What follows belongs to an exercise in optimizing a design on an open flow for small area and a short achievable clock period; a production flow would make more cautious choices. At most, simulation tests tie the RTL to the original design; equivalence was not proved. No functional check of the RTL was part of run 2. No activity file was given, so power comes from the tool's default toggle rates.

## flow/design.v (module list and top-level ports; edited modules follow where they fit)
// module TPU_optimized: 2791 lines
module TPU_optimized #(
    parameter DEPTH     = 4,
    parameter BIT_WIDTH = 8,
    parameter ACC_WIDTH = 24
)
(
    input clk,
    input control,
    input [(BIT_WIDTH*DEPTH)-1:0] data_arr,
    input [(BIT_WIDTH*DEPTH)-1:0] wt_arr,
    output [(ACC_WIDTH*DEPTH)-1:0] acc_out
);
  // ...
==> flow/flow/run.sh <==
#!/bin/bash
# Layout flow: the standard ORFS flow (standard.sh, unchanged synthesis), with
# the port buffers that placement inserts on every input and output made
# sky130_fd_sc_hd__buf_4 instead of the resizer's default delay-buffer choice.
# Each tool's full output stays in orfs/logs/; make's own output goes to
# flow_make.log in the work folder.
set -euo pipefail
export BUFFER_PORTS_ARGS="-buffer_cell sky130_fd_sc_hd__buf_4"
bash standard.sh > flow_make.log 2>&1
==> flow/standard.sh <==
#!/bin/bash
# synth_recipe.tcl (not shown) runs the flow's synth.tcl, then flattens the netlist and writes it again
# the make line also repeats each setting of config.mk as NAME=value (left out here)
make -C /OpenROAD-flow-scripts/flow DESIGN_CONFIG=/design/flow/config.mk WORK_HOME=/design/flow/orfs CLKGATE_MAP_FILE= SYNTH_SCRIPT=/design/flow/synth_recipe.tcl "${@:-finish}"
==> flow/config.mk <==
export PLATFORM = sky130hd
export DESIGN_NAME = TPU_optimized
export DESIGN_NICKNAME = TPU_optimized
export VERILOG_FILES = /design/flow/design.v
export SDC_FILE = /design/flow/constraint.sdc
export NUM_CORES = 4
export LEC_CHECK = 0
export CAP_MARGIN = 20
export CORE_MARGIN = 2
export CORE_UTILIZATION = 40
export CTS_CLUSTER_DIAMETER = 80
export CTS_CLUSTER_SIZE = 24
export SETUP_SLACK_MARGIN = 4.1
export SLEW_MARGIN = 20
==> flow/constraint.sdc <==
create_clock -name core_clock -period 7.5 [get_ports {clk}]
set_input_delay 1.5000 -clock core_clock [delete_from_list [all_inputs] [get_ports {clk}]]
set_output_delay 1.5000 -clock core_clock [all_outputs]
set_load 0.01 [all_outputs]
==> reports/results.ini, run 1 <==
[critical_path]
rr_startpoint = wr0[6]$_DFF_P_
path_depth = 9
crit_path_top_delay_cell = fa_1

[cells_and_area]
n_all_inverters = 809
multi_input_area_um2 = 24400
buffers = 177
nMultiInputCombCells = 2141
final-clk-cell-share = 0.0334

[power_and_ir_drop]
power.leakage_nw = 21.7
power_w = 0.0148
p_per_area_nw_per_um2 = 329

[route]
drc = 0
highest_layer = met5
wl_met1_um = 44200

[grt]
grtUsageMet3 = 0.0374

[synthesis]
yosysTopAreaCell = dfxtp_1
async_flop_share = 0
synth_edf_count = 0
ys_top_cells_by_area = dfxtp_1 31%, fa_1 29%, a222oi_1 8.2%, inv_1 7.4%, ha_1 6.3%

[timing]
fin_setup_tns_ns = 0
fin_hold_ws_ns = 0.332
min_period_ns = 3.33

[status]
status = timing/DRC/antenna clean

[floorplanning]
initial_core_util = 0.403
ioPinCount = 162
die_x_um = 325

[hold_path]
min_from = sel0[4]$_DFF_P_

[cts]
clk_latency_ns = 0.63

==> run 2: changes to the inputs <==
--- a/flow/design.v
+++ b/flow/design.v
@@ -86,80 +86,80 @@
     wire [9:0] w3rd0_d = w3r0;
     wire [7:0] wrd1_d = wr1;
     wire [9:0] w3rd1_d = w3r1;
     wire [7:0] wrd2_d = wr2;
     wire [9:0] w3rd2_d = w3r2;
     wire [7:0] wrd3_d = wr3;
     wire [9:0] w3rd3_d = w3r3;
     wire [7:0] d3g = data_arr[31:24];
-    wire pp1 = d3g[0] & w0[0];
-    wire pp2 = d3g[0] & w0[1];
-    wire pp3 = d3g[0] & w0[2];
-    wire pp4 = d3g[0] & w0[3];
-    wire pp5 = d3g[0] & w0[4];
-    wire pp6 = d3g[0] & w0[5];
-    wire pp7 = d3g[0] & w0[6];
-    wire pp8 = d3g[0] & w0[7];
-    wire pp9 = d3g[1] & w0[0];
-    wire pp10 = d3g[1] & w0[1];
-    wire pp11 = d3g[1] & w0[2];
-    wire pp12 = d3g[1] & w0[3];
-    wire pp13 = d3g[1] & w0[4];
-    wire pp14 = d3g[1] & w0[5];
-    wire pp15 = d3g[1] & w0[6];
-    wire pp16 = d3g[1] & w0[7];
-    wire pp17 = d3g[2] & w0[0];
-    wire pp18 = d3g[2] & w0[1];
-    wire pp19 = d3g[2] & w0[2];
-    wire pp20 = d3g[2] & w0[3];
-    wire pp21 = d3g[2] & w0[4];
-    wire pp22 = d3g[2] & w0[5];
-    wire pp23 = d3g[2] & w0[6];
-    wire pp24 = d3g[2] & w0[7];
-    wire pp25 = d3g[3] & w0[0];
-    wire pp26 = d3g[3] & w0[1];
-    wire pp27 = d3g[3] & w0[2];
-    wire pp28 = d3g[3] & w0[3];
-    wire pp29 = d3g[3] & w0[4];
-    wire pp30 = d3g[3] & w0[5];
-    wire pp31 = d3g[3] & w0[6];
-    wire pp32 = d3g[3] & w0[7];
-    wire pp33 = d3g[4] & w0[0];
-    wire pp34 = d3g[4] & w0[1];
-    wire pp35 = d3g[4] & w0[2];
-    wire pp36 = d3g[4] & w0[3];
-    wire pp37 = d3g[4] & w0[4];
-    wire pp38 = d3g[4] & w0[5];
-    wire pp39 = d3g[4] & w0[6];
-    wire pp40 = d3g[4] & w0[7];
-    wire pp41 = d3g[5] & w0[0];
-    wire pp42 = d3g[5] & w0[1];
-    wire pp43 = d3g[5] & w0[2];
-    wire pp44 = d3g[5] & w0[3];
-    wire pp45 = d3g[5] & w0[4];
-    wire pp46 = d3g[5] & w0[5];
-    wire pp47 = d3g[5] & w0[6];
-    wire pp48 = d3g[5] & w0[7];
-    wire pp49 = d3g[6] & w0[0];
-    wire pp50 = d3g[6] & w0[1];
-    wire pp51 = d3g[6] & w0[2];
-    wire pp52 = d3g[6] & w0[3];
-    wire pp53 = d3g[6] & w0[4];
-    wire pp54 = d3g[6] & w0[5];
-    wire pp55 = d3g[6] & w0[6];
-    wire pp56 = d3g[6] & w0[7];
-    wire pp57 = d3g[7] & w0[0];
-    wire pp58 = d3g[7] & w0[1];
-    wire pp59 = d3g[7] & w0[2];
-    wire pp60 = d3g[7] & w0[3];
-    wire pp61 = d3g[7] & w0[4];
-    wire pp62 = d3g[7] & w0[5];
-    wire pp63 = d3g[7] & w0[6];
-    wire pp64 = d3g[7] & w0[7];
+    wire pp1 = d3g[0] & w0[0] & control;
+    wire pp2 = d3g[0] & w0[1] & control;
+    wire pp3 = d3g[0] & w0[2] & control;
+    wire pp4 = d3g[0] & w0[3] & control;
+    wire pp5 = d3g[0] & w0[4] & control;
+    wire pp6 = d3g[0] & w0[5] & control;
+    wire pp7 = d3g[0] & w0[6] & control;
+    wire pp8 = d3g[0] & w0[7] & control;
+    wire pp9 = d3g[1] & w0[0] & control;
+    wire pp10 = d3g[1] & w0[1] & control;
+    wire pp11 = d3g[1] & w0[2] & control;
+    wire pp12 = d3g[1] & w0[3] & control;
+    wire pp13 = d3g[1] & w0[4] & control;
+    wire pp14 = d3g[1] & w0[5] & control;
+    wire pp15 = d3g[1] & w0[6] & control;
+    wire pp16 = d3g[1] & w0[7] & control;
+    wire pp17 = d3g[2] & w0[0] & control;
+    wire pp18 = d3g[2] & w0[1] & control;
+    wire pp19 = d3g[2] & w0[2] & control;
+    wire pp20 = d3g[2] & w0[3] & control;
+    wire pp21 = d3g[2] & w0[4] & control;
+    wire pp22 = d3g[2] & w0[5] & control;
+    wire pp23 = d3g[2] & w0[6] & control;
+    wire pp24 = d3g[2] & w0[7] & control;
+    wire pp25 = d3g[3] & w0[0] & control;
+    wire pp26 = d3g[3] & w0[1] & control;
+    wire pp27 = d3g[3] & w0[2] & control;
+    wire pp28 = d3g[3] & w0[3] & control;
+    wire pp29 = d3g[3] & w0[4] & control;
+    wire pp30 = d3g[3] & w0[5] & control;
+    wire pp31 = d3g[3] & w0[6] & control;
+    wire pp32 = d3g[3] & w0[7] & control;
+    wire pp33 = d3g[4] & w0[0] & control;
+    wire pp34 = d3g[4] & w0[1] & control;
+    wire pp35 = d3g[4] & w0[2] & control;
+    wire pp36 = d3g[4] & w0[3] & control;
+    wire pp37 = d3g[4] & w0[4] & control;
+    wire pp38 = d3g[4] & w0[5] & control;
+    wire pp39 = d3g[4] & w0[6] & control;
+    wire pp40 = d3g[4] & w0[7] & control;
+    wire pp41 = d3g[5] & w0[0] & control;
+    wire pp42 = d3g[5] & w0[1] & control;
+    wire pp43 = d3g[5] & w0[2] & control;
+    wire pp44 = d3g[5] & w0[3] & control;
+    wire pp45 = d3g[5] & w0[4] & control;
+    wire pp46 = d3g[5] & w0[5] & control;
+    wire pp47 = d3g[5] & w0[6] & control;
+    wire pp48 = d3g[5] & w0[7] & control;
+    wire pp49 = d3g[6] & w0[0] & control;
+    wire pp50 = d3g[6] & w0[1] & control;
+    wire pp51 = d3g[6] & w0[2] & control;
+    wire pp52 = d3g[6] & w0[3] & control;
+    wire pp53 = d3g[6] & w0[4] & control;
+    wire pp54 = d3g[6] & w0[5] & control;
+    wire pp55 = d3g[6] & w0[6] & control;
+    wire pp56 = d3g[6] & w0[7] & control;
+    wire pp57 = d3g[7] & w0[0] & control;
+    wire pp58 = d3g[7] & w0[1] & control;
+    wire pp59 = d3g[7] & w0[2] & control;
+    wire pp60 = d3g[7] & w0[3] & control;
+    wire pp61 = d3g[7] & w0[4] & control;
+    wire pp62 = d3g[7] & w0[5] & control;
+    wire pp63 = d3g[7] & w0[6] & control;
+    wire pp64 = d3g[7] & w0[7] & control;
     wire hs65 = pp14 ^ pp21;
     wire hc66 = pp14 & pp21;
     wire fs67 = pp15 ^ pp22 ^ pp29;
     wire fc68 = (pp15 & pp22) | (pp15 & pp29) | (pp22 & pp29);
     wire hs69 = pp36 ^ pp43;
     wire hc70 = pp36 & pp43;
     wire fs71 = pp16 ^ pp23 ^ pp30;
     wire fc72 = (pp16 & pp23) | (pp16 & pp30) | (pp23 & pp30);
@@ -234,82 +234,82 @@
     wire fs141 = fs101 ^ fc118 ^ fs119;
     wire fc142 = (fs101 & fc118) | (fs101 & fs119) | (fc118 & fs119);
     wire fs143 = fc102 ^ fs121 ^ fc120;
     wire fc144 = (fc102 & fs121) | (fc102 & fc120) | (fs121 & fc120);
     wire fs145 = fc104 ^ fs123 ^ fc122;
     wire fc146 = (fc104 & fs123) | (fc104 & fc122) | (fs123 & fc122);
     wire fs147 = pp56 ^ pp63 ^ fc124;
     wire fc148 = (pp56 & pp63) | (pp56 & fc124) | (pp63 & fc124);
-    wire [15:0] p3_0_0_d = {1'b0, pp64, fs147, fs145, fs143, fc140, fc138, fc136, fc134, fc132, fc130, fc128, hc126, pp3, pp2, pp1} & {16{control}};
-    wire [15:0] p3_0_1_d = {1'b0, fc148, fc146, fc144, fc142, fs141, fs139, fs137, fs135, fs133, fs131, fs129, fs127, hs125, pp9, 1'b0} & {16{control}};
-    wire pp149 = d3g[0] & w1[0];
-    wire pp150 = d3g[0] & w1[1];
-    wire pp151 = d3g[0] & w1[2];
-    wire pp152 = d3g[0] & w1[3];
-    wire pp153 = d3g[0] & w1[4];
-    wire pp154 = d3g[0] & w1[5];
-    wire pp155 = d3g[0] & w1[6];
-    wire pp156 = d3g[0] & w1[7];
-    wire pp157 = d3g[1] & w1[0];
-    wire pp158 = d3g[1] & w1[1];
-    wire pp159 = d3g[1] & w1[2];
-    wire pp160 = d3g[1] & w1[3];
-    wire pp161 = d3g[1] & w1[4];
-    wire pp162 = d3g[1] & w1[5];
-    wire pp163 = d3g[1] & w1[6];
-    wire pp164 = d3g[1] & w1[7];
-    wire pp165 = d3g[2] & w1[0];
-    wire pp166 = d3g[2] & w1[1];
-    wire pp167 = d3g[2] & w1[2];
-    wire pp168 = d3g[2] & w1[3];
-    wire pp169 = d3g[2] & w1[4];
-    wire pp170 = d3g[2] & w1[5];
-    wire pp171 = d3g[2] & w1[6];
-    wire pp172 = d3g[2] & w1[7];
-    wire pp173 = d3g[3] & w1[0];
-    wire pp174 = d3g[3] & w1[1];
-    wire pp175 = d3g[3] & w1[2];
-    wire pp176 = d3g[3] & w1[3];
-    wire pp177 = d3g[3] & w1[4];
-    wire pp178 = d3g[3] & w1[5];
-    wire pp179 = d3g[3] & w1[6];
-    wire pp180 = d3g[3] & w1[7];
-    wire pp181 = d3g[4] & w1[0];
-    wire pp182 = d3g[4] & w1[1];
-    wire pp183 = d3g[4] & w1[2];
-    wire pp184 = d3g[4] & w1[3];
-    wire pp185 = d3g[4] & w1[4];
-    wire pp186 = d3g[4] & w1[5];
-    wire pp187 = d3g[4] & w1[6];
-    wire pp188 = d3g[4] & w1[7];
-    wire pp189 = d3g[5] & w1[0];
-    wire pp190 = d3g[5] & w1[1];
-    wire pp191 = d3g[5] & w1[2];
-    wire pp192 = d3g[5] & w1[3];
-    wire pp193 = d3g[5] & w1[4];
-    wire pp194 = d3g[5] & w1[5];
-    wire pp195 = d3g[5] & w1[6];
-    wire pp196 = d3g[5] & w1[7];
-    wire pp197 = d3g[6] & w1[0];
-    wire pp198 = d3g[6] & w1[1];
-    wire pp199 = d3g[6] & w1[2];
-    wire pp200 = d3g[6] & w1[3];
-    wire pp201 = d3g[6] & w1[4];
-    wire pp202 = d3g[6] & w1[5];
-    wire pp203 = d3g[6] & w1[6];
-    wire pp204 = d3g[6] & w1[7];
-    wire pp205 = d3g[7] & w1[0];
-    wire pp206 = d3g[7] & w1[1];
-    wire pp207 = d3g[7] & w1[2];
-    wire pp208 = d3g[7] & w1[3];
-    wire pp209 = d3g[7] & w1[4];
-    wire pp210 = d3g[7] & w1[5];
-    wire pp211 = d3g[7] & w1[6];
-    wire pp212 = d3g[7] & w1[7];
+    wire [15:0] p3_0_0_d = {1'b0, pp64, fs147, fs145, fs143, fc140, fc138, fc136, fc134, fc132, fc130, fc128, hc126, pp3, pp2, pp1};
+    wire [15:0] p3_0_1_d = {1'b0, fc148, fc146, fc144, fc142, fs141, fs139, fs137, fs135, fs133, fs131, fs129, fs127, hs125, pp9, 1'b0};
+    wire pp149 = d3g[0] & w1[0] & control;
+    wire pp150 = d3g[0] & w1[1] & control;
+    wire pp151 = d3g[0] & w1[2] & control;
+    wire pp152 = d3g[0] & w1[3] & control;
+    wire pp153 = d3g[0] & w1[4] & control;
+    wire pp154 = d3g[0] & w1[5] & control;
+    wire pp155 = d3g[0] & w1[6] & control;
+    wire pp156 = d3g[0] & w1[7] & control;
+    wire pp157 = d3g[1] & w1[0] & control;
+    wire pp158 = d3g[1] & w1[1] & control;
+    wire pp159 = d3g[1] & w1[2] & control;
+    wire pp160 = d3g[1] & w1[3] & control;
+    wire pp161 = d3g[1] & w1[4] & control;
+    wire pp162 = d3g[1] & w1[5] & control;
+    wire pp163 = d3g[1] & w1[6] & control;
+    wire pp164 = d3g[1] & w1[7] & control;
+    wire pp165 = d3g[2] & w1[0] & control;
+    wire pp166 = d3g[2] & w1[1] & control;
+    wire pp167 = d3g[2] & w1[2] & control;
+    wire pp168 = d3g[2] & w1[3] & control;
+    wire pp169 = d3g[2] & w1[4] & control;
+    wire pp170 = d3g[2] & w1[5] & control;
+    wire pp171 = d3g[2] & w1[6] & control;
+    wire pp172 = d3g[2] & w1[7] & control;
+    wire pp173 = d3g[3] & w1[0] & control;
+    wire pp174 = d3g[3] & w1[1] & control;
+    wire pp175 = d3g[3] & w1[2] & control;
+    wire pp176 = d3g[3] & w1[3] & control;
+    wire pp177 = d3g[3] & w1[4] & control;
+    wire pp178 = d3g[3] & w1[5] & control;
+    wire pp179 = d3g[3] & w1[6] & control;
+    wire pp180 = d3g[3] & w1[7] & control;
+    wire pp181 = d3g[4] & w1[0] & control;
+    wire pp182 = d3g[4] & w1[1] & control;
+    wire pp183 = d3g[4] & w1[2] & control;
+    wire pp184 = d3g[4] & w1[3] & control;
+    wire pp185 = d3g[4] & w1[4] & control;
+    wire pp186 = d3g[4] & w1[5] & control;
+    wire pp187 = d3g[4] & w1[6] & control;
+    wire pp188 = d3g[4] & w1[7] & control;
+    wire pp189 = d3g[5] & w1[0] & control;
+    wire pp190 = d3g[5] & w1[1] & control;
+    wire pp191 = d3g[5] & w1[2] & control;
+    wire pp192 = d3g[5] & w1[3] & control;
+    wire pp193 = d3g[5] & w1[4] & control;
+    wire pp194 = d3g[5] & w1[5] & control;
+    wire pp195 = d3g[5] & w1[6] & control;
+    wire pp196 = d3g[5] & w1[7] & control;
+    wire pp197 = d3g[6] & w1[0] & control;
+    wire pp198 = d3g[6] & w1[1] & control;
+    wire pp199 = d3g[6] & w1[2] & control;
+    wire pp200 = d3g[6] & w1[3] & control;
+    wire pp201 = d3g[6] & w1[4] & control;
+    wire pp202 = d3g[6] & w1[5] & control;
+    wire pp203 = d3g[6] & w1[6] & control;
+    wire pp204 = d3g[6] & w1[7] & control;
+    wire pp205 = d3g[7] & w1[0] & control;
+    wire pp206 = d3g[7] & w1[1] & control;
+    wire pp207 = d3g[7] & w1[2] & control;
+    wire pp208 = d3g[7] & w1[3] & control;
+    wire pp209 = d3g[7] & w1[4] & control;
+    wire pp210 = d3g[7] & w1[5] & control;
+    wire pp211 = d3g[7] & w1[6] & control;
+    wire pp212 = d3g[7] & w1[7] & control;
     wire hs213 = pp155 ^ pp162;
     wire hc214 = pp155 & pp162;
     wire fs215 = pp156 ^ pp163 ^ pp170;
     wire fc216 = (pp156 & pp163) | (pp156 & pp170) | (pp163 & pp170);
     wire hs217 = pp177 ^ pp184;
     wire hc218 = pp177 & pp184;
     wire fs219 = pp164 ^ pp171 ^ pp178;
     wire fc220 = (pp164 & pp171) | (pp164 & pp178) | (pp171 & pp178);
@@ -384,82 +384,82 @@
     wire fs289 = fs249 ^ fc266 ^ fs267;
     wire fc290 = (fs249 & fc266) | (fs249 & fs267) | (fc266 & fs267);
     wire fs291 = fc250 ^ fs269 ^ fc268;
     wire fc292 = (fc250 & fs269) | (fc250 & fc268) | (fs269 & fc268);
     wire fs293 = fc252 ^ fs271 ^ fc270;
     wire fc294 = (fc252 & fs271) | (fc252 & fc270) | (fs271 & fc270);
     wire fs295 = pp204 ^ pp211 ^ fc272;
     wire fc296 = (pp204 & pp211) | (pp204 & fc272) | (pp211 & fc272);
-    wire [15:0] p3_1_0_d = {1'b0, pp212, fs295, fs293, fs291, fc288, fc286, fc284, fc282, fc280, fc278, fc276, hc274, pp165, pp150, pp149} & {16{control}};
-    wire [15:0] p3_1_1_d = {1'b0, fc296, fc294, fc292, fc290, fs289, fs287, fs285, fs283, fs281, fs279, fs277, fs275, hs273, pp157, 1'b0} & {16{control}};
-    wire pp297 = d3g[0] & w2[0];
-    wire pp298 = d3g[0] & w2[1];
-    wire pp299 = d3g[0] & w2[2];
-    wire pp300 = d3g[0] & w2[3];
-    wire pp301 = d3g[0] & w2[4];
-    wire pp302 = d3g[0] & w2[5];
-    wire pp303 = d3g[0] & w2[6];
-    wire pp304 = d3g[0] & w2[7];
-    wire pp305 = d3g[1] & w2[0];
-    wire pp306 = d3g[1] & w2[1];
-    wire pp307 = d3g[1] & w2[2];
-    wire pp308 = d3g[1] & w2[3];
-    wire pp309 = d3g[1] & w2[4];
-    wire pp310 = d3g[1] & w2[5];
-    wire pp311 = d3g[1] & w2[6];
-    wire pp312 = d3g[1] & w2[7];
-    wire pp313 = d3g[2] & w2[0];
-    wire pp314 = d3g[2] & w2[1];
-    wire pp315 = d3g[2] & w2[2];
-    wire pp316 = d3g[2] & w2[3];
-    wire pp317 = d3g[2] & w2[4];
-    wire pp318 = d3g[2] & w2[5];
-    wire pp319 = d3g[2] & w2[6];
-    wire pp320 = d3g[2] & w2[7];
-    wire pp321 = d3g[3] & w2[0];
-    wire pp322 = d3g[3] & w2[1];
-    wire pp323 = d3g[3] & w2[2];
-    wire pp324 = d3g[3] & w2[3];
-    wire pp325 = d3g[3] & w2[4];
-    wire pp326 = d3g[3] & w2[5];
-    wire pp327 = d3g[3] & w2[6];
-    wire pp328 = d3g[3] & w2[7];
-    wire pp329 = d3g[4] & w2[0];
-    wire pp330 = d3g[4] & w2[1];
-    wire pp331 = d3g[4] & w2[2];
-    wire pp332 = d3g[4] & w2[3];
-    wire pp333 = d3g[4] & w2[4];
-    wire pp334 = d3g[4] & w2[5];
-    wire pp335 = d3g[4] & w2[6];
-    wire pp336 = d3g[4] & w2[7];
-    wire pp337 = d3g[5] & w2[0];
-    wire pp338 = d3g[5] & w2[1];
-    wire pp339 = d3g[5] & w2[2];
-    wire pp340 = d3g[5] & w2[3];
-    wire pp341 = d3g[5] & w2[4];
-    wire pp342 = d3g[5] & w2[5];
-    wire pp343 = d3g[5] & w2[6];
-    wire pp344 = d3g[5] & w2[7];
-    wire pp345 = d3g[6] & w2[0];
-    wire pp346 = d3g[6] & w2[1];
-    wire pp347 = d3g[6] & w2[2];
-    wire pp348 = d3g[6] & w2[3];
-    wire pp349 = d3g[6] & w2[4];
-    wire pp350 = d3g[6] & w2[5];
-    wire pp351 = d3g[6] & w2[6];
-    wire pp352 = d3g[6] & w2[7];
-    wire pp353 = d3g[7] & w2[0];
-    wire pp354 = d3g[7] & w2[1];
-    wire pp355 = d3g[7] & w2[2];
-    wire pp356 = d3g[7] & w2[3];
-    wire pp357 = d3g[7] & w2[4];
-    wire pp358 = d3g[7] & w2[5];
-    wire pp359 = d3g[7] & w2[6];
-    wire pp360 = d3g[7] & w2[7];
+    wire [15:0] p3_1_0_d = {1'b0, pp212, fs295, fs293, fs291, fc288, fc286, fc284, fc282, fc280, fc278, fc276, hc274, pp165, pp150, pp149};
+    wire [15:0] p3_1_1_d = {1'b0, fc296, fc294, fc292, fc290, fs289, fs287, fs285, fs283, fs281, fs279, fs277, fs275, hs273, pp157, 1'b0};
+    wire pp297 = d3g[0] & w2[0] & control;
+    wire pp298 = d3g[0] & w2[1] & control;
+    wire pp299 = d3g[0] & w2[2] & control;
+    wire pp300 = d3g[0] & w2[3] & control;
+    wire pp301 = d3g[0] & w2[4] & control;
+    wire pp302 = d3g[0] & w2[5] & control;
+    wire pp303 = d3g[0] & w2[6] & control;
+    wire pp304 = d3g[0] & w2[7] & control;
+    wire pp305 = d3g[1] & w2[0] & control;
+    wire pp306 = d3g[1] & w2[1] & control;
+    wire pp307 = d3g[1] & w2[2] & control;
+    wire pp308 = d3g[1] & w2[3] & control;
+    wire pp309 = d3g[1] & w2[4] & control;
+    wire pp310 = d3g[1] & w2[5] & control;
+    wire pp311 = d3g[1] & w2[6] & control;
+    wire pp312 = d3g[1] & w2[7] & control;
+    wire pp313 = d3g[2] & w2[0] & control;
+    wire pp314 = d3g[2] & w2[1] & control;
+    wire pp315 = d3g[2] & w2[2] & control;
+    wire pp316 = d3g[2] & w2[3] & control;
+    wire pp317 = d3g[2] & w2[4] & control;
+    wire pp318 = d3g[2] & w2[5] & control;
+    wire pp319 = d3g[2] & w2[6] & control;
+    wire pp320 = d3g[2] & w2[7] & control;
+    wire pp321 = d3g[3] & w2[0] & control;
+    wire pp322 = d3g[3] & w2[1] & control;
+    wire pp323 = d3g[3] & w2[2] & control;
+    wire pp324 = d3g[3] & w2[3] & control;
+    wire pp325 = d3g[3] & w2[4] & control;
+    wire pp326 = d3g[3] & w2[5] & control;
+    wire pp327 = d3g[3] & w2[6] & control;
+    wire pp328 = d3g[3] & w2[7] & control;
+    wire pp329 = d3g[4] & w2[0] & control;
+    wire pp330 = d3g[4] & w2[1] & control;
+    wire pp331 = d3g[4] & w2[2] & control;
+    wire pp332 = d3g[4] & w2[3] & control;
+    wire pp333 = d3g[4] & w2[4] & control;
+    wire pp334 = d3g[4] & w2[5] & control;
+    wire pp335 = d3g[4] & w2[6] & control;
+    wire pp336 = d3g[4] & w2[7] & control;
+    wire pp337 = d3g[5] & w2[0] & control;
+    wire pp338 = d3g[5] & w2[1] & control;
+    wire pp339 = d3g[5] & w2[2] & control;
+    wire pp340 = d3g[5] & w2[3] & control;
+    wire pp341 = d3g[5] & w2[4] & control;
+    wire pp342 = d3g[5] & w2[5] & control;
+    wire pp343 = d3g[5] & w2[6] & control;
+    wire pp344 = d3g[5] & w2[7] & control;
+    wire pp345 = d3g[6] & w2[0] & control;
+    wire pp346 = d3g[6] & w2[1] & control;
+    wire pp347 = d3g[6] & w2[2] & control;
+    wire pp348 = d3g[6] & w2[3] & control;
+    wire pp349 = d3g[6] & w2[4] & control;
+    wire pp350 = d3g[6] & w2[5] & control;
+    wire pp351 = d3g[6] & w2[6] & control;
+    wire pp352 = d3g[6] & w2[7] & control;
+    wire pp353 = d3g[7] & w2[0] & control;
+    wire pp354 = d3g[7] & w2[1] & control;
+    wire pp355 = d3g[7] & w2[2] & control;
+    wire pp356 = d3g[7] & w2[3] & control;
+    wire pp357 = d3g[7] & w2[4] & control;
+    wire pp358 = d3g[7] & w2[5] & control;
+    wire pp359 = d3g[7] & w2[6] & control;
+    wire pp360 = d3g[7] & w2[7] & control;
     wire hs361 = pp303 ^ pp310;
     wire hc362 = pp303 & pp310;
     wire fs363 = pp304 ^ pp311 ^ pp318;
     wire fc364 = (pp304 & pp311) | (pp304 & pp318) | (pp311 & pp318);
     wire hs365 = pp325 ^ pp332;
     wire hc366 = pp325 & pp332;
     wire fs367 = pp312 ^ pp319 ^ pp326;
     wire fc368 = (pp312 & pp319) | (pp312 & pp326) | (pp319 & pp326);
@@ -534,82 +534,82 @@
     wire fs437 = fs397 ^ fc414 ^ fs415;
     wire fc438 = (fs397 & fc414) | (fs397 & fs415) | (fc414 & fs415);
     wire fs439 = fc398 ^ fs417 ^ fc416;
     wire fc440 = (fc398 & fs417) | (fc398 & fc416) | (fs417 & fc416);
     wire fs441 = fc400 ^ fs419 ^ fc418;
     wire fc442 = (fc400 & fs419) | (fc400 & fc418) | (fs419 & fc418);
     wire fs443 = pp352 ^ pp359 ^ fc420;
     wire fc444 = (pp352 & pp359) | (pp352 & fc420) | (pp359 & fc420);
-    wire [15:0] p3_2_0_d = {1'b0, pp360, fs443, fs441, fs439, fc436, fc434, fc432, fc430, fc428, fc426, fc424, hc422, pp313, pp298, pp297} & {16{control}};
-    wire [15:0] p3_2_1_d = {1'b0, fc444, fc442, fc440, fc438, fs437, fs435, fs433, fs431, fs429, fs427, fs425, fs423, hs421, pp305, 1'b0} & {16{control}};
-    wire pp445 = d3g[0] & w3[0];
-    wire pp446 = d3g[0] & w3[1];
-    wire pp447 = d3g[0] & w3[2];
-    wire pp448 = d3g[0] & w3[3];
-    wire pp449 = d3g[0] & w3[4];
-    wire pp450 = d3g[0] & w3[5];
-    wire pp451 = d3g[0] & w3[6];
-    wire pp452 = d3g[0] & w3[7];
-    wire pp453 = d3g[1] & w3[0];
-    wire pp454 = d3g[1] & w3[1];
-    wire pp455 = d3g[1] & w3[2];
-    wire pp456 = d3g[1] & w3[3];
-    wire pp457 = d3g[1] & w3[4];
-    wire pp458 = d3g[1] & w3[5];
-    wire pp459 = d3g[1] & w3[6];
-    wire pp460 = d3g[1] & w3[7];
-    wire pp461 = d3g[2] & w3[0];
-    wire pp462 = d3g[2] & w3[1];
-    wire pp463 = d3g[2] & w3[2];
-    wire pp464 = d3g[2] & w3[3];
-    wire pp465 = d3g[2] & w3[4];
-    wire pp466 = d3g[2] & w3[5];
-    wire pp467 = d3g[2] & w3[6];
-    wire pp468 = d3g[2] & w3[7];
-    wire pp469 = d3g[3] & w3[0];
-    wire pp470 = d3g[3] & w3[1];
-    wire pp471 = d3g[3] & w3[2];
-    wire pp472 = d3g[3] & w3[3];
-    wire pp473 = d3g[3] & w3[4];
-    wire pp474 = d3g[3] & w3[5];
-    wire pp475 = d3g[3] & w3[6];
-    wire pp476 = d3g[3] & w3[7];
-    wire pp477 = d3g[4] & w3[0];
-    wire pp478 = d3g[4] & w3[1];
-    wire pp479 = d3g[4] & w3[2];
-    wire pp480 = d3g[4] & w3[3];
-    wire pp481 = d3g[4] & w3[4];
-    wire pp482 = d3g[4] & w3[5];
-    wire pp483 = d3g[4] & w3[6];
-    wire pp484 = d3g[4] & w3[7];
-    wire pp485 = d3g[5] & w3[0];
-    wire pp486 = d3g[5] & w3[1];
-    wire pp487 = d3g[5] & w3[2];
-    wire pp488 = d3g[5] & w3[3];
-    wire pp489 = d3g[5] & w3[4];
-    wire pp490 = d3g[5] & w3[5];
-    wire pp491 = d3g[5] & w3[6];
-    wire pp492 = d3g[5] & w3[7];
-    wire pp493 = d3g[6] & w3[0];
-    wire pp494 = d3g[6] & w3[1];
-    wire pp495 = d3g[6] & w3[2];
-    wire pp496 = d3g[6] & w3[3];
-    wire pp497 = d3g[6] & w3[4];
-    wire pp498 = d3g[6] & w3[5];
-    wire pp499 = d3g[6] & w3[6];
-    wire pp500 = d3g[6] & w3[7];
-    wire pp501 = d3g[7] & w3[0];
-    wire pp502 = d3g[7] & w3[1];
-    wire pp503 = d3g[7] & w3[2];
-    wire pp504 = d3g[7] & w3[3];
-    wire pp505 = d3g[7] & w3[4];
-    wire pp506 = d3g[7] & w3[5];
-    wire pp507 = d3g[7] & w3[6];
-    wire pp508 = d3g[7] & w3[7];
+    wire [15:0] p3_2_0_d = {1'b0, pp360, fs443, fs441, fs439, fc436, fc434, fc432, fc430, fc428, fc426, fc424, hc422, pp313, pp298, pp297};
+    wire [15:0] p3_2_1_d = {1'b0, fc444, fc442, fc440, fc438, fs437, fs435, fs433, fs431, fs429, fs427, fs425, fs423, hs421, pp305, 1'b0};
+    wire pp445 = d3g[0] & w3[0] & control;
+    wire pp446 = d3g[0] & w3[1] & control;
+    wire pp447 = d3g[0] & w3[2] & control;
+    wire pp448 = d3g[0] & w3[3] & control;
+    wire pp449 = d3g[0] & w3[4] & control;
+    wire pp450 = d3g[0] & w3[5] & control;
+    wire pp451 = d3g[0] & w3[6] & control;
+    wire pp452 = d3g[0] & w3[7] & control;
+    wire pp453 = d3g[1] & w3[0] & control;
+    wire pp454 = d3g[1] & w3[1] & control;
+    wire pp455 = d3g[1] & w3[2] & control;
+    wire pp456 = d3g[1] & w3[3] & control;
+    wire pp457 = d3g[1] & w3[4] & control;
+    wire pp458 = d3g[1] & w3[5] & control;
+    wire pp459 = d3g[1] & w3[6] & control;
+    wire pp460 = d3g[1] & w3[7] & control;
+    wire pp461 = d3g[2] & w3[0] & control;
+    wire pp462 = d3g[2] & w3[1] & control;
+    wire pp463 = d3g[2] & w3[2] & control;
+    wire pp464 = d3g[2] & w3[3] & control;
+    wire pp465 = d3g[2] & w3[4] & control;
+    wire pp466 = d3g[2] & w3[5] & control;
+    wire pp467 = d3g[2] & w3[6] & control;
+    wire pp468 = d3g[2] & w3[7] & control;
+    wire pp469 = d3g[3] & w3[0] & control;
+    wire pp470 = d3g[3] & w3[1] & control;
+    wire pp471 = d3g[3] & w3[2] & control;
+    wire pp472 = d3g[3] & w3[3] & control;
+    wire pp473 = d3g[3] & w3[4] & control;
+    wire pp474 = d3g[3] & w3[5] & control;
+    wire pp475 = d3g[3] & w3[6] & control;
+    wire pp476 = d3g[3] & w3[7] & control;
+    wire pp477 = d3g[4] & w3[0] & control;
+    wire pp478 = d3g[4] & w3[1] & control;
+    wire pp479 = d3g[4] & w3[2] & control;
+    wire pp480 = d3g[4] & w3[3] & control;
+    wire pp481 = d3g[4] & w3[4] & control;
+    wire pp482 = d3g[4] & w3[5] & control;
+    wire pp483 = d3g[4] & w3[6] & control;
+    wire pp484 = d3g[4] & w3[7] & control;
+    wire pp485 = d3g[5] & w3[0] & control;
+    wire pp486 = d3g[5] & w3[1] & control;
+    wire pp487 = d3g[5] & w3[2] & control;
+    wire pp488 = d3g[5] & w3[3] & control;
+    wire pp489 = d3g[5] & w3[4] & control;
+    wire pp490 = d3g[5] & w3[5] & control;
+    wire pp491 = d3g[5] & w3[6] & control;
+    wire pp492 = d3g[5] & w3[7] & control;
+    wire pp493 = d3g[6] & w3[0] & control;
+    wire pp494 = d3g[6] & w3[1] & control;
+    wire pp495 = d3g[6] & w3[2] & control;
+    wire pp496 = d3g[6] & w3[3] & control;
+    wire pp497 = d3g[6] & w3[4] & control;
+    wire pp498 = d3g[6] & w3[5] & control;
+    wire pp499 = d3g[6] & w3[6] & control;
+    wire pp500 = d3g[6] & w3[7] & control;
+    wire pp501 = d3g[7] & w3[0] & control;
+    wire pp502 = d3g[7] & w3[1] & control;
+    wire pp503 = d3g[7] & w3[2] & control;
+    wire pp504 = d3g[7] & w3[3] & control;
+    wire pp505 = d3g[7] & w3[4] & control;
+    wire pp506 = d3g[7] & w3[5] & control;
+    wire pp507 = d3g[7] & w3[6] & control;
+    wire pp508 = d3g[7] & w3[7] & control;
     wire hs509 = pp451 ^ pp458;
     wire hc510 = pp451 & pp458;
     wire fs511 = pp452 ^ pp459 ^ pp466;
     wire fc512 = (pp452 & pp459) | (pp452 & pp466) | (pp459 & pp466);
     wire hs513 = pp473 ^ pp480;
     wire hc514 = pp473 & pp480;
     wire fs515 = pp460 ^ pp467 ^ pp474;
     wire fc516 = (pp460 & pp467) | (pp460 & pp474) | (pp467 & pp474);
@@ -684,18 +684,18 @@
     wire fs585 = fs545 ^ fc562 ^ fs563;
     wire fc586 = (fs545 & fc562) | (fs545 & fs563) | (fc562 & fs563);
     wire fs587 = fc546 ^ fs565 ^ fc564;
     wire fc588 = (fc546 & fs565) | (fc546 & fc564) | (fs565 & fc564);
     wire fs589 = fc548 ^ fs567 ^ fc566;
     wire fc590 = (fc548 & fs567) | (fc548 & fc566) | (fs567 & fc566);
     wire fs591 = pp500 ^ pp507 ^ fc568;
     wire fc592 = (pp500 & pp507) | (pp500 & fc568) | (pp507 & fc568);
-    wire [15:0] p3_3_0_d = {1'b0, pp508, fs591, fs589, fs587, fc584, fc582, fc580, fc578, fc576, fc574, fc572, hc570, pp461, pp446, pp445} & {16{control}};
-    wire [15:0] p3_3_1_d = {1'b0, fc592, fc590, fc588, fc586, fs585, fs583, fs581, fs579, fs577, fs575, fs573, fs571, hs569, pp453, 1'b0} & {16{control}};
+    wire [15:0] p3_3_0_d = {1'b0, pp508, fs591, fs589, fs587, fc584, fc582, fc580, fc578, fc576, fc574, fc572, hc570, pp461, pp446, pp445};
+    wire [15:0] p3_3_1_d = {1'b0, fc592, fc590, fc588, fc586, fs585, fs583, fs581, fs579, fs577, fs575, fs573, fs571, hs569, pp453, 1'b0};
     wire pp593 = (sel1[0] & wr0[0]) | (sel1[2] & w3r0[0]);
     wire pp594 = (sel1[0] & wr0[1]) | (sel1[1] & wr0[0]) | (sel1[2] & w3r0[1]);
     wire pp595 = (sel1[0] & wr0[2]) | (sel1[1] & wr0[1]) | (sel1[2] & w3r0[2]);
     wire pp596 = (sel1[0] & wr0[3]) | (sel1[1] & wr0[2]) | (sel1[2] & w3r0[3]);
     wire pp597 = (sel1[0] & wr0[4]) | (sel1[1] & wr0[3]) | (sel1[2] & w3r0[4]);
     wire pp598 = (sel1[0] & wr0[5]) | (sel1[1] & wr0[4]) | (sel1[2] & w3r0[5]);
     wire pp599 = (sel1[0] & wr0[6]) | (sel1[1] & wr0[5]) | (sel1[2] & w3r0[6]);
     wire pp600 = (sel1[0] & wr0[7]) | (sel1[1] & wr0[6]) | (sel1[2] & w3r0[7]);
==> reports/results.ini, run 2 <==
[timing]
rsz0062_at_grt = yes
min_period_ns = 3.49  ; +0.167 ns
setup_viol = 0
relSlewSlack = 0.332
hold_viol_final = 0
tightest_slew_ns = 1.00
skew_ns = 0.0397
fin_hold_ws_ns = 0.330  ; -0.00212 ns
timing.final.max_slew_violations = 0
fin_setup_tns_ns = 0  ; unchanged
post-route-period-util = 0.466
max_freq_ghz = 0.286

[route]
drt_iter0_markers = 5047
drtAntennaViolNets = 0
vias = 28500
drtPass1Iterations = 17
route.met2.wl_um = 53900
wire_per_inst_um = 22.9
drc = 0  ; unchanged
wirelength_um = 117000
wl_met1_um = 46600  ; +5.4%
met3_length_um = 11500
highest_layer = met5
via_per_inst = 5.60

[floorplanning]
initial_core_util = 0.403  ; about the same
dieArea_um2 = 104000
die_x_um = 322  ; -0.83%
rows = 116
ioPinCount = 162  ; unchanged
die_h_um = 322
core_area_um2 = 100000

[synthesis]
ys_top_cells_by_area = dfxtp_1 32%, fa_1 30%, a222oi_1 8.3%, inv_1 7.7%, ha_1 6.4%
yosysTopAreaCell = dfxtp_1
synth_cell_types = 60
netlist.area_leader.share = 0.319
yosysWarningCount = 1
synth-main-ff-cell = dfxtp_1
syn_area_um2 = 40400
synth-seq-cells = 644
async_flop_share = 0  ; unchanged
yosysMostFrequentCell = inv_1
syn_inst = 3769
ys_top_cells_by_count = 824 x inv_1, 644 x dfxtp_1, 600 x fa_1
synth_edf_count = 0  ; unchanged
ys_seq_area_frac = 0.319
postSynthAreaPerCell_um2 = 10.7

[hold_path]
hp-class = reg2reg
holdPathStages = 0

[cts]
cts.clk_slew.worst_paths_ns = 0.09
clk_latency_ns = 0.63  ; about the same
cts.sinks = 644
cts-root-buf = clkbuf_16
cts_tree = done
clock_tree.buffer_depth = 3
holdBufCountCts = 0
cts_buffers = 42
cts-htree-levels = 2

[cells_and_area]
syn_to_final_growth_pct = 11.3
final_cell_mix = 808 x inv_1, 626 x dfxtp_1, 564 x fa_1
final_common_cell = inv_1
layout-drive-gt1-share = 0.117
nets = 4641

[critical_path]
crit_path_start_kind = input port
r2r_cells = 9
worst-path-max-fanout = 6
endpoint_kind = register
worstPathArrival_ns = 4.03
crit_type = in2reg
cp_data_required_time_ns = 8.04

[placed_design]
globalplace.congestion = 0.872
dp_hpwl_um = 77000
port_buffers = 137

[power_and_ir_drop]
p_per_area_nw_per_um2 = 339  ; +3.0%
power.leakage_nw = 22.4  ; +3.1%
peakVddDrop_v = 0.000208

[run]
drv_cap = 0

[grt]
grt_use_total = 0.226
grt_antenna_before_repair = 3
grt_overflow = 0
grt_pass1_vias = 30000
grt_pass1_wl_um = 180000
grt_max_degree = 82

[status]
status = timing/DRC/antenna clean

[run 2: changes by cell type in the layout (fill, tap and decap cells not counted), moves of 8 or more]
cell     change
and2_1     -160
nand2_2      +8
inv_1       +17
buf_4       +22
and3_4      +16
and2_4       -8
and3_1     +122
fa_1        -12
fa_2        +12
buf_12       +8
nand2_1     +16
nor2b_1     -94
[run 2: where the power goes]
part | total [W] | internal (W) | switching [W]
registers | 0.00494 | 0.00436 | 0.000584
clock network | 0.00255 | 0.00115 | 0.00140
logic | 0.00775 | 0.00346 | 0.00429
[run 2: stage by stage]
stage | cell area [um^2] | setup slack (ns) | util | power, W | instances
after global routing | 45000 | 3.98 | 0.449 | 0.0165 | 5095
after CTS | 44700 | 4.06 | 0.446 | 0.0152 | 5082
after floorplan | 40900 | 3.49 | - | 0.0101 | 3792
after detailed placement | 42500 | 2.40 | 0.425 | 0.0125 | 4978
final | 45000 | 4.01 | 0.449 | 0.0152 | 5097
after global placement | 42500 | 2.45 | 0.425 | 0.0124 | 4978
[run 2: final cells by class]
cell class	instances	area, um^2
Antenna cell	3	7.51
Clock buffer	44	1070
Clock inverter	29	360
Fill cell	9275	55200
Inverter	824	3090
Multi-Input combinational cell	2030	23800
Sequential cell	644	12900
Tap cell	1298	1620
Timing Repair Buffer	225	2150
[run 2: cell families after synthesis]
| group | count (synthesis) | share of synthesized area |
|---|---|---|
| AOI/OAI and AO/OA | 596 | 0.128 |
| xor gates and xnor gates | 86 | 0.0186 |
| adders and majority gates | 808 | 0.362 |
| buffers and inverters | 1118 | 0.106 |
| DFF | 644 | 0.319 |
| other | 1 | 0.0000928 |
| and+or+nand+nor | 516 | 0.0665 |
[run 2: repair_timing]
item	4_1_cts	5_1_grt
setup endpoints to repair	83	56
resized for setup	77	56
hold endpoints to repair	0	0
setup buffers	26	11
gates cloned	5	1
pin swaps	22	40
[run 2: routing by layer]
layer,vias to the layer above,track usage
li1,12400,-
met1,14400,0.302
met2,1555,0.363
met3,218,0.0415
met4,2,0.0903
met5,-,0
[run 2: final timing paths]
check | slack [ns] | end | from
max | 4.01 | p3_2_1[9]$_DFF_P_ | control
min | 0.33 | sel0d[1]$_DFF_P_ | sel0[1]$_DFF_P_
max reg2reg | 4.16 | s2_2_1[10]$_DFF_P_ | sel0d[3]$_DFF_P_
min reg2reg | 0.33 | sel0d[1]$_DFF_P_ | sel0[1]$_DFF_P_
[run 2: critical path: stages]
cell and delay (ns):
buf_16 0.12, and2_4 0.18, buf_12 0.13, nand2_1 0.08, fa_1 0.50, fa_2 0.36
fa_1 0.54, inv_1 0.06, fa_2 0.54

==> re-timing with driven ports <==
No port has a modelled driver above. Below, the same layouts with a new extraction and two added sets of constraints.
Step 1 (the two cells are an assumption about what drives the block):
set clk [get_ports {clk}]
set_driving_cell -lib_cell sky130_fd_sc_hd__clkbuf_16 $clk
set_driving_cell -lib_cell sky130_fd_sc_hd__buf_2 [delete_from_list [all_inputs] $clk]
Step 2 also shifts input and output timing later by t, the mid clock arrival at the registers, as if the neighbouring blocks saw the same clock.
a / b / c = ideal / step 1 / step 2; a / b = the first two.
| run | shift t [ns] | setup WS [ns] | worst slew at a driven data input, ns | pins driven straight from the clock port |
|---|---|---|---|---|
| run 1 | 0.680 | 4.174 / 4.159 / 3.479 | 0.09 | 1 |
| run 2 | 0.680 | 4.007 / 3.727 / 3.046 | 0.40 | 1 |
After both steps every run listed still meets setup and hold. The setup slack of run 2, which loses most, moves by -0.280 ns with the drivers and by -0.961 ns with both steps.
